From an optimization exercise on the open Yosys and OpenROAD flow, aimed at small area; shortcuts taken in it are not production practice.
Where RTL was checked, it was by simulation tests only, not by an equivalence proof against the original.
No driver is modelled on the clock port, so clocking that relies on it looks cheaper here than on a real chip.

==> run a <==
==> flow/design.v <==
`resetall
`default_nettype none
module UART_TOP #(parameter DATA_WIDTH = 8, ACC_SIZE = 32, FCW = 9895605
    )
    (   output      logic                       data_rdy_o, data_err_o, serial_o, busy_o,
        output      logic   [DATA_WIDTH-1:0]    rcvr_data_o,
        input  wire logic                       serial_i, start_tx_i, clk_i, rst_i, data_rdy_clr_i, data_err_clr_i,
        input  wire logic   [DATA_WIDTH-1:0]    xmit_data_i
    );
    localparam logic [ACC_SIZE-1:0] FCW_V = FCW;
    logic [ACC_SIZE:0]   acc;
    logic [ACC_SIZE:0]   acc_c;
    logic [ACC_SIZE-1:0] acc_s;
    logic                baud, baud_q;
    always_comb begin
        acc_c[0] = 1'b0;
        for (int i = 0; i < ACC_SIZE; i++) begin
            acc_s[i]   = acc[i] ^ FCW_V[i] ^ acc_c[i];
            acc_c[i+1] = FCW_V[i] ? (acc[i] | acc_c[i]) : (acc[i] & acc_c[i]);
        end
    end
    always_ff @(posedge clk_i) begin
        if (rst_i) begin
            acc    <= '0;
            baud   <= 1'b0;
            baud_q <= 1'b0;
        end else begin
            acc    <= {acc_c[ACC_SIZE], acc_s};
            baud   <= baud ^ acc[ACC_SIZE];
            baud_q <= baud;
        end
    end
    wire baud_fedg = baud_q & ~baud;
    wire baud_redg = ~baud_q & baud;
    localparam logic [5:0] DB_START = 6'd13,
                           DB_DONE  = 6'd45;
    logic       s0, s1, s2, ser;
    logic [5:0] dcnt;
    always_ff @(posedge clk_i) begin
        s0 <= serial_i;
        s1 <= s0;
    end
    always_ff @(posedge clk_i) begin
        if (rst_i) begin
            s2   <= 1'b0;
            dcnt <= DB_START;
            ser  <= 1'b1;
        end else begin
            s2 <= s1;
            if (s1 ^ s2)              dcnt <= DB_START;
            else if (dcnt == DB_DONE) ser  <= s2;
            else                      dcnt <= {dcnt[4:0], ~(dcnt[5] ^ dcnt[0])};
        end
    end
    localparam logic [3:0] R_A0   = 4'd0,
                           R_A1   = 4'd1,
                           R_A2   = 4'd3,
                           R_A3   = 4'd2,
                           R_A4   = 4'd6,
                           R_A5   = 4'd7,
                           R_A6   = 4'd5,
                           R_A7   = 4'd4,
                           R_A8   = 4'd12,
                           R_A9   = 4'd13,
                           R_IDLE = 4'd8,
                           R_POST = 4'd9,
                           R_ERR  = 4'd10,
                           R_EOM  = 4'd11,
                           R_EOME = 4'd14;
    logic [3:0]            rs, rs_n;
    logic [DATA_WIDTH-1:0] rsh;
    always_comb begin
        rs_n = rs;
        case (rs)
            R_IDLE, R_POST: rs_n = (!baud && !ser) ? R_A0 : R_IDLE;
            R_A0: if (baud_fedg) rs_n = R_A1;
            R_A1: if (baud_fedg) rs_n = R_A2;
            R_A2: if (baud_fedg) rs_n = R_A3;
            R_A3: if (baud_fedg) rs_n = R_A4;
            R_A4: if (baud_fedg) rs_n = R_A5;
            R_A5: if (baud_fedg) rs_n = R_A6;
            R_A6: if (baud_fedg) rs_n = R_A7;
            R_A7: if (baud_fedg) rs_n = R_A8;
            R_A8: if (baud_fedg) rs_n = ser ? R_A9 : R_ERR;
            R_A9: if (baud)      rs_n = ser ? R_EOM : R_ERR;
            R_ERR:               rs_n = R_EOME;
            R_EOM, R_EOME:       rs_n = R_POST;
            default:             rs_n = R_IDLE;
        endcase
    end
    always_ff @(posedge clk_i) begin
        if (rst_i) rs <= R_IDLE;
        else       rs <= rs_n;
    end
    wire rx_shift = baud_fedg && !rs[3];    
    always_ff @(posedge clk_i) begin
        if (rx_shift) rsh <= {ser, rsh[DATA_WIDTH-1:1]};
    end
    always_ff @(posedge clk_i) begin
        if (rst_i) begin
            data_rdy_o  <= 1'b0;
            rcvr_data_o <= '0;
            data_err_o  <= 1'b0;
        end else begin
            if (rs == R_POST) begin
                data_rdy_o  <= 1'b1;
                rcvr_data_o <= rsh;
            end else if (data_rdy_clr_i) begin
                data_rdy_o  <= 1'b0;
            end
            if (rs == R_EOME)        data_err_o <= 1'b1;
            else if (data_err_clr_i) data_err_o <= 1'b0;
        end
    end
    localparam logic [3:0] T_IDLE  = 4'b0000,
                           T_START = 4'b0001,
                           T_SB1   = 4'b0010,    
                           T_SB    = 4'b0011,    
                           T_P1    = 4'b0100,    
                           T_P2    = 4'b0101,    
                           T_END   = 4'b0110,
                           T_D0    = 4'b1000,
                           T_D7    = 4'b1111;
    logic [3:0]            ts, ts_n;
    logic [DATA_WIDTH-1:0] tdat;
    logic                  start_tx;
    always_comb begin
        ts_n = ts;
        case (ts)
            T_IDLE:      if (start_tx) ts_n = T_START;
            T_START:     ts_n = T_SB1;
            T_SB1:       ts_n = baud_redg ? T_D0 : T_SB;
            T_SB:        if (baud_redg) ts_n = T_D0;
            T_D7:        if (baud_redg) ts_n = T_P1;
            T_P1:        if (baud_redg) ts_n = T_P2;
            T_P2:        if (baud_redg) ts_n = T_END;
            T_END:       ts_n = T_IDLE;
            default:     if (baud_redg) ts_n = ts + 4'd1;    
        endcase
    end
    always_ff @(posedge clk_i) begin
        if (rst_i) begin
            ts       <= T_IDLE;
            start_tx <= 1'b0;
        end else begin
            ts <= ts_n;
            if (start_tx_i)       start_tx <= 1'b1;
            else if (ts == T_SB1) start_tx <= 1'b0;
        end
    end
    always_ff @(posedge clk_i) begin
        if (ts == T_START) tdat <= xmit_data_i;
    end
    assign busy_o   = (ts != T_IDLE) && (ts != T_START);
    assign serial_o = ts[3] ? tdat[ts[2:0]] : !((ts == T_SB1) || (ts == T_SB));
endmodule
==> flow/flow/run.sh <==
#!/bin/bash
# Standard ORFS layout (the standard.sh) with four changes:
#  - ABC maps for area (flow/abc_area.script) instead of ORFS's delay script,
#    and Yosys does not pre-map half/full adders (ADDER_MAP_FILE empty);
#  - ports are buffered with the smallest buffer, buf_1;
#  - clock tree synthesis adds no dummy loads.
# Each tool's full output is kept: make's in flow_make.log, ORFS's per-step
# logs under orfs/logs/.
set -euo pipefail
W=$PWD
rm -rf "$W/scripts_mod"
cp -r "$FLOW_HOME/scripts" "$W/scripts_mod"
cp "$W/flow/abc_area.script" "$W/scripts_mod/abc_speed.script"
export SCRIPTS_DIR="$W/scripts_mod"
export ADDER_MAP_FILE=
export CTS_ARGS="-sink_clustering_enable -repair_clock_nets -dont_use_dummy_load -root_buf sky130_fd_sc_hd__clkbuf_8 -tree_buf sky130_fd_sc_hd__clkbuf_4 -buf_list {sky130_fd_sc_hd__clkbuf_4 sky130_fd_sc_hd__clkbuf_8}"
export BUFFER_PORTS_ARGS="-buffer_cell sky130_fd_sc_hd__buf_1"
bash "$W/standard.sh" > "$W/flow_make.log" 2>&1
==> flow/flow/abc_area.script <==
strash
&get -n
&deepsyn -T 20
&put
dch -f
amap
==> flow/standard.sh <==
#!/bin/bash
# synth_recipe.tcl (not shown) runs the flow's synth.tcl, then flattens the netlist and writes it again
# the make line also repeats each setting of config.mk as NAME=value (left out here)
make -C /OpenROAD-flow-scripts/flow DESIGN_CONFIG=/design/flow/config.mk WORK_HOME=/design/flow/orfs CLKGATE_MAP_FILE= SYNTH_SCRIPT=/design/flow/synth_recipe.tcl "${@:-finish}"
==> flow/config.mk <==
export PLATFORM = sky130hd
export DESIGN_NAME = UART_TOP
export DESIGN_NICKNAME = UART_TOP
export VERILOG_FILES = /design/flow/design.v
export SDC_FILE = /design/flow/constraint.sdc
export NUM_CORES = 4
export LEC_CHECK = 0
export CAP_MARGIN = 20
export CORE_MARGIN = 2
export CORE_UTILIZATION = 40
export SLEW_MARGIN = 20
==> flow/constraint.sdc <==
create_clock -name core_clock -period 10.0 [get_ports {clk_i}]
set_input_delay 2.0000 -clock core_clock [delete_from_list [all_inputs] [get_ports {clk_i}]]
set_output_delay 2.0000 -clock core_clock [all_outputs]
set_load 0.01 [all_outputs]
==> run b (differences from run a) <==
--- a/flow/design.v
+++ b/flow/design.v
@@ -32,8 +32,6 @@
     end
     wire baud_fedg = baud_q & ~baud;
     wire baud_redg = ~baud_q & baud;
-    localparam logic [5:0] DB_START = 6'd13,
-                           DB_DONE  = 6'd45;
     logic       s0, s1, s2, ser;
     logic [5:0] dcnt;
     always_ff @(posedge clk_i) begin
@@ -43,58 +41,46 @@
     always_ff @(posedge clk_i) begin
         if (rst_i) begin
             s2   <= 1'b0;
-            dcnt <= DB_START;
+            dcnt <= '0;
             ser  <= 1'b1;
         end else begin
             s2 <= s1;
-            if (s1 ^ s2)              dcnt <= DB_START;
-            else if (dcnt == DB_DONE) ser  <= s2;
-            else                      dcnt <= {dcnt[4:0], ~(dcnt[5] ^ dcnt[0])};
+            if (s1 ^ s2)           dcnt <= '0;
+            else if (dcnt == 6'd46) ser  <= s2;
+            else                   dcnt <= dcnt + 6'd1;
         end
     end
-    localparam logic [3:0] R_A0   = 4'd0,
-                           R_A1   = 4'd1,
-                           R_A2   = 4'd3,
-                           R_A3   = 4'd2,
-                           R_A4   = 4'd6,
-                           R_A5   = 4'd7,
-                           R_A6   = 4'd5,
-                           R_A7   = 4'd4,
-                           R_A8   = 4'd12,
-                           R_A9   = 4'd13,
-                           R_IDLE = 4'd8,
-                           R_POST = 4'd9,
-                           R_ERR  = 4'd10,
-                           R_EOM  = 4'd11,
-                           R_EOME = 4'd14;
-    logic [3:0]            rs, rs_n;
+    localparam logic [4:0] R_IDLE  = 5'b00000,
+                           R_POST  = 5'b00001,    
+                           R_START = 5'b00010,
+                           R_STOP  = 5'b00100,
+                           R_STOP2 = 5'b00101,
+                           R_ERR   = 5'b00110,
+                           R_EOM   = 5'b01000,
+                           R_EOME  = 5'b01001,    
+                           R_READ  = 5'b10000,
+                           R_READ8 = 5'b11000;
+    logic [4:0]            rs, rs_n;
     logic [DATA_WIDTH-1:0] rsh;
     always_comb begin
         rs_n = rs;
         case (rs)
-            R_IDLE, R_POST: rs_n = (!baud && !ser) ? R_A0 : R_IDLE;
-            R_A0: if (baud_fedg) rs_n = R_A1;
-            R_A1: if (baud_fedg) rs_n = R_A2;
-            R_A2: if (baud_fedg) rs_n = R_A3;
-            R_A3: if (baud_fedg) rs_n = R_A4;
-            R_A4: if (baud_fedg) rs_n = R_A5;
-            R_A5: if (baud_fedg) rs_n = R_A6;
-            R_A6: if (baud_fedg) rs_n = R_A7;
-            R_A7: if (baud_fedg) rs_n = R_A8;
-            R_A8: if (baud_fedg) rs_n = ser ? R_A9 : R_ERR;
-            R_A9: if (baud)      rs_n = ser ? R_EOM : R_ERR;
-            R_ERR:               rs_n = R_EOME;
-            R_EOM, R_EOME:       rs_n = R_POST;
-            default:             rs_n = R_IDLE;
+            R_IDLE, R_POST: rs_n = (!baud && !ser) ? R_START : R_IDLE;
+            R_START: if (baud) rs_n = R_READ;
+            R_READ8: if (baud) rs_n = R_STOP;
+            R_STOP:  if (!baud) rs_n = ser ? R_STOP2 : R_ERR;
+            R_STOP2: if (baud)  rs_n = ser ? R_EOM : R_ERR;
+            R_ERR:   rs_n = R_EOME;
+            R_EOM, R_EOME: rs_n = R_POST;
+            default: if (baud_fedg) rs_n = rs + 5'd1;    
         endcase
     end
     always_ff @(posedge clk_i) begin
         if (rst_i) rs <= R_IDLE;
         else       rs <= rs_n;
     end
-    wire rx_shift = baud_fedg && !rs[3];    
     always_ff @(posedge clk_i) begin
-        if (rx_shift) rsh <= {ser, rsh[DATA_WIDTH-1:1]};
+        if (baud_fedg && rs[4]) rsh <= {ser, rsh[DATA_WIDTH-1:1]};
     end
     always_ff @(posedge clk_i) begin
         if (rst_i) begin
==> flow/run.sh (new file) <==
#!/bin/bash
# synth_recipe.tcl (not shown) runs the flow's synth.tcl, then flattens the netlist and writes it again
# the make line also repeats each setting of config.mk as NAME=value (left out here)
make -C /OpenROAD-flow-scripts/flow DESIGN_CONFIG=/design/flow/config.mk WORK_HOME=/design/flow/orfs CLKGATE_MAP_FILE= SYNTH_SCRIPT=/design/flow/synth_recipe.tcl finish
removed: flow/flow/run.sh
removed: flow/flow/abc_area.script
removed: flow/standard.sh
==> run c (differences from run a) <==
--- a/flow/design.v
+++ b/flow/design.v
@@ -85,7 +85,7 @@
             R_A9: if (baud)      rs_n = ser ? R_EOM : R_ERR;
             R_ERR:               rs_n = R_EOME;
             R_EOM, R_EOME:       rs_n = R_POST;
-            default:             rs_n = R_IDLE;
+            default:             rs_n = R_EOM;
         endcase
     end
     always_ff @(posedge clk_i) begin
==> flow/flow/run.sh (replaced) <==
#!/bin/bash
# Standard ORFS layout (the standard.sh) with four changes:
#  - ABC maps for area (flow/abc_area.script) instead of ORFS's delay script,
#    and Yosys does not pre-map half/full adders (ADDER_MAP_FILE empty);
#  - ports are buffered with the smallest buffer, buf_1;
#  - the clock tree is four clkbuf_8, each driving a quarter of the
#    flip-flops, built by flow/cts_tree.tcl in place of TritonCTS.
# Each tool's full output is kept: make's in flow_make.log, ORFS's per-step
# logs under orfs/logs/.
set -euo pipefail
W=$PWD
rm -rf "$W/scripts_mod"
cp -r "$FLOW_HOME/scripts" "$W/scripts_mod"
cp "$W/flow/abc_area.script" "$W/scripts_mod/abc_speed.script"
export SCRIPTS_DIR="$W/scripts_mod"
export ADDER_MAP_FILE=
export PRE_CTS_TCL="$W/flow/cts_tree.tcl"
export BUFFER_PORTS_ARGS="-buffer_cell sky130_fd_sc_hd__buf_1"
bash "$W/standard.sh" > "$W/flow_make.log" 2>&1
==> flow/flow/abc_area.script (replaced) <==
strash
&get -n
&deepsyn -I 1 -J 1000
&put
dch -f
amap
==> flow/flow/cts_tree.tcl (new file) <==
# Clock tree built before ORFS's CTS step (sourced as PRE_CTS_TCL).
# The flip-flops are split into four groups by position (k-means); each group
# gets one clkbuf_8 at its centre, driven straight from the clock port, so
# the port feeds four buffer inputs.  TritonCTS is then skipped; the rest of
# the CTS step (legalisation, timing repair) runs as usual.
set nclusters 4
set buf_master_name sky130_fd_sc_hd__clkbuf_8

set db [ord::get_db]
set block [ord::get_db_block]
set clknet [$block findNet clk_i]
if { $clknet == "NULL" } { error "clock net not found" }

set sinks {}
foreach it [$clknet getITerms] {
  set inst [$it getInst]
  set bb [$inst getBBox]
  set x [expr { ([$bb xMin] + [$bb xMax]) / 2.0 }]
  set y [expr { ([$bb yMin] + [$bb yMax]) / 2.0 }]
  lappend sinks [list $it $x $y]
}
set n [llength $sinks]
puts "custom clock tree: $n sinks, $nclusters buffers"

# initial centres: sinks sorted by angle around the centroid, split evenly
set cx 0.0; set cy 0.0
foreach s $sinks { set cx [expr {$cx + [lindex $s 1]}]; set cy [expr {$cy + [lindex $s 2]}] }
set cx [expr {$cx / $n}]; set cy [expr {$cy / $n}]
set ang {}
foreach s $sinks { lappend ang [list [expr {atan2([lindex $s 2] - $cy, [lindex $s 1] - $cx)}] $s] }
set ang [lsort -real -index 0 $ang]
set centres {}
for {set k 0} {$k < $nclusters} {incr k} {
  set lo [expr {$k * $n / $nclusters}]; set hi [expr {($k + 1) * $n / $nclusters}]
  set sx 0.0; set sy 0.0
  for {set i $lo} {$i < $hi} {incr i} {
    set s [lindex [lindex $ang $i] 1]
    set sx [expr {$sx + [lindex $s 1]}]; set sy [expr {$sy + [lindex $s 2]}]
  }
  lappend centres [list [expr {$sx / ($hi - $lo)}] [expr {$sy / ($hi - $lo)}]]
}
# Lloyd iterations with a cap on cluster size (balanced loads)
set cap [expr {int(ceil(double($n) / $nclusters)) + 2}]
for {set iter 0} {$iter < 30} {incr iter} {
  # assign: sinks in order of their best-distance, each to the nearest centre with room
  set cand {}
  foreach s $sinks {
    set ds {}
    for {set k 0} {$k < $nclusters} {incr k} {
      set c [lindex $centres $k]
      lappend ds [list [expr {abs([lindex $s 1] - [lindex $c 0]) + abs([lindex $s 2] - [lindex $c 1])}] $k]
    }
    set ds [lsort -real -index 0 $ds]
    lappend cand [list [lindex [lindex $ds 0] 0] $s $ds]
  }
  set cand [lsort -real -index 0 $cand]
  set count {}
  for {set k 0} {$k < $nclusters} {incr k} { lappend count 0 }
  set assign {}
  foreach c $cand {
    foreach d [lindex $c 2] {
      set k [lindex $d 1]
      if { [lindex $count $k] < $cap } {
        lset count $k [expr {[lindex $count $k] + 1}]
        lappend assign [list $k [lindex $c 1]]
        break
      }
    }
  }
  set newc {}
  for {set k 0} {$k < $nclusters} {incr k} {
    set sx 0.0; set sy 0.0; set m 0
    foreach a $assign {
      if { [lindex $a 0] == $k } {
        set s [lindex $a 1]
        set sx [expr {$sx + [lindex $s 1]}]; set sy [expr {$sy + [lindex $s 2]}]; incr m
      }
    }
    if { $m > 0 } { lappend newc [list [expr {$sx / $m}] [expr {$sy / $m}]] } else { lappend newc [lindex $centres $k] }
  }
  set centres $newc
}

set master [$db findMaster $buf_master_name]
for {set k 0} {$k < $nclusters} {incr k} {
  set c [lindex $centres $k]
  set inst [odb::dbInst_create $block $master "clkbuf_leaf_$k"]
  set w [[$inst getMaster] getWidth]; set h [[$inst getMaster] getHeight]
  $inst setLocation [expr {int([lindex $c 0] - $w / 2)}] [expr {int([lindex $c 1] - $h / 2)}]
  $inst setPlacementStatus PLACED
  set net [odb::dbNet_create $block "clknet_leaf_$k"]
  $net setSigType CLOCK
  [$inst findITerm A] connect $clknet
  [$inst findITerm X] connect $net
  set m 0
  foreach a $assign {
    if { [lindex $a 0] == $k } {
      set it [lindex [lindex $a 1] 0]
      $it disconnect
      $it connect $net
      incr m
    }
  }
  puts "clkbuf_leaf_$k at [lindex $c 0] [lindex $c 1] drives $m sinks"
}

set_propagated_clock [all_clocks]
# TritonCTS has nothing left to do
proc clock_tree_synthesis { args } { puts "clock_tree_synthesis skipped: custom tree built in PRE_CTS_TCL" }
CORE_UTILIZATION = 85   (was 40)
==> results.sh <==
export IMPL_post_synth_top_count_cell="nor2_1"
export IMPL_start_util=0.908
export IMPL_ys_ff_latch=80
export IMPL_ys_types=28
export IMPL_yosysTopAreaCellShare=0.455
export IMPL_synth_xor_area_frac=0
export IMPL_haltStage="global placement without I/O (3_1_place_gp_skip_io)"
export IMPL_synth_common_cells="nor2_1 (68), dfxtp_1 (64), nor3_1 (30)"
export IMPL_synth_simple_area_share=0.213
export IMPL_synth_mux_area_frac=0
export IMPL_status="stopped before the end"
export IMPL_syn_cell_area_mm2=0.00282
export IMPL_synth_compound_area_frac=0.127
export IMPL_fp_row_count=20
export IMPL_error="[ERROR GPL-0301] Utilization 100.322 % exceeds 100%."
export IMPL_synthesis_nets=309
-- figures above: run c

==> results.sh <==
export IMPL_syn_cell_area_mm2=0.00284
export IMPL_ys_ff_latch=80
export IMPL_start_util=0.416
export IMPL_post_synth_top_count_cell="nor2_1"
export IMPL_synth_compound_area_frac=0.132
export IMPL_ys_types=26
export IMPL_drc=0
export IMPL_synth_xor_area_frac=0
export IMPL_status="no timing/DRC/antenna violations"
export IMPL_synth_simple_area_share=0.211
export IMPL_fp_row_count=30
export IMPL_synth_common_cells="nor2_1 (68), dfxtp_1 (64), clkinv_1 (28)"
-- figures above: run a

==> results.sh <==
export IMPL_status="no timing/DRC/antenna violations"
export IMPL_syn_cell_area_mm2=0.00369
export IMPL_viasPerCell=4.92
export IMPL_synth_xor_area_frac=0.0166
export IMPL_synth_compound_area_frac=0.132
export IMPL_max_cap_viol_count=0
export IMPL_pin_count=26
export IMPL_post_synth_top_count_cell="dfxtp_1"
export IMPL_synthesis_nets=422
export IMPL_synth_simple_area_share=0.152
export IMPL_fp_row_count=35
export IMPL_timing_critical_path_max_delay_family="adder cells"
export IMPL_maxSlewHeadroom=0.333
export IMPL_synth_common_cells="dfxtp_1 (65), inv_1 (42), ha_1 (41)"
export IMPL_start_util=0.405
export IMPL_yosysTopAreaCellShare=0.353
export IMPL_synth_mux_area_frac=0.0122
export IMPL_ys_ff_latch=81
export IMPL_ys_types=52
-- figures above: run b

Function not checked in run a: the RTL went through the layout flow alone.

## static timing again, ports no longer ideal
No port has a modelled driver above. Below, the same layouts with a new extraction and two added sets of constraints.
Step 1 sets driving cells, clkbuf_16 on the clock port and buf_2 on the other inputs (assumed; they add their load-dependent delay and slew).
Step 2 adds t to the input delays and takes it off the output delays; t is the mean of the earliest and latest rising clock arrival at the registers after step 1. Input paths then give back, and output paths get back, about the clock's delay inside the block.
Slacks: ideal / step 1 / step 2; pairs: ideal / step 1.
run | shift t [ns] | slack for setup (ns) | worst setup path at the end | worst data-port slew with drivers (ns)
run a | 0.360 | 4.854 / 4.854 / 4.854 | register to register | 0.03
run b | 0.371 | 3.930 / 3.930 / 3.930 | register to register | 0.03
After both steps setup and hold are still met in every run listed.
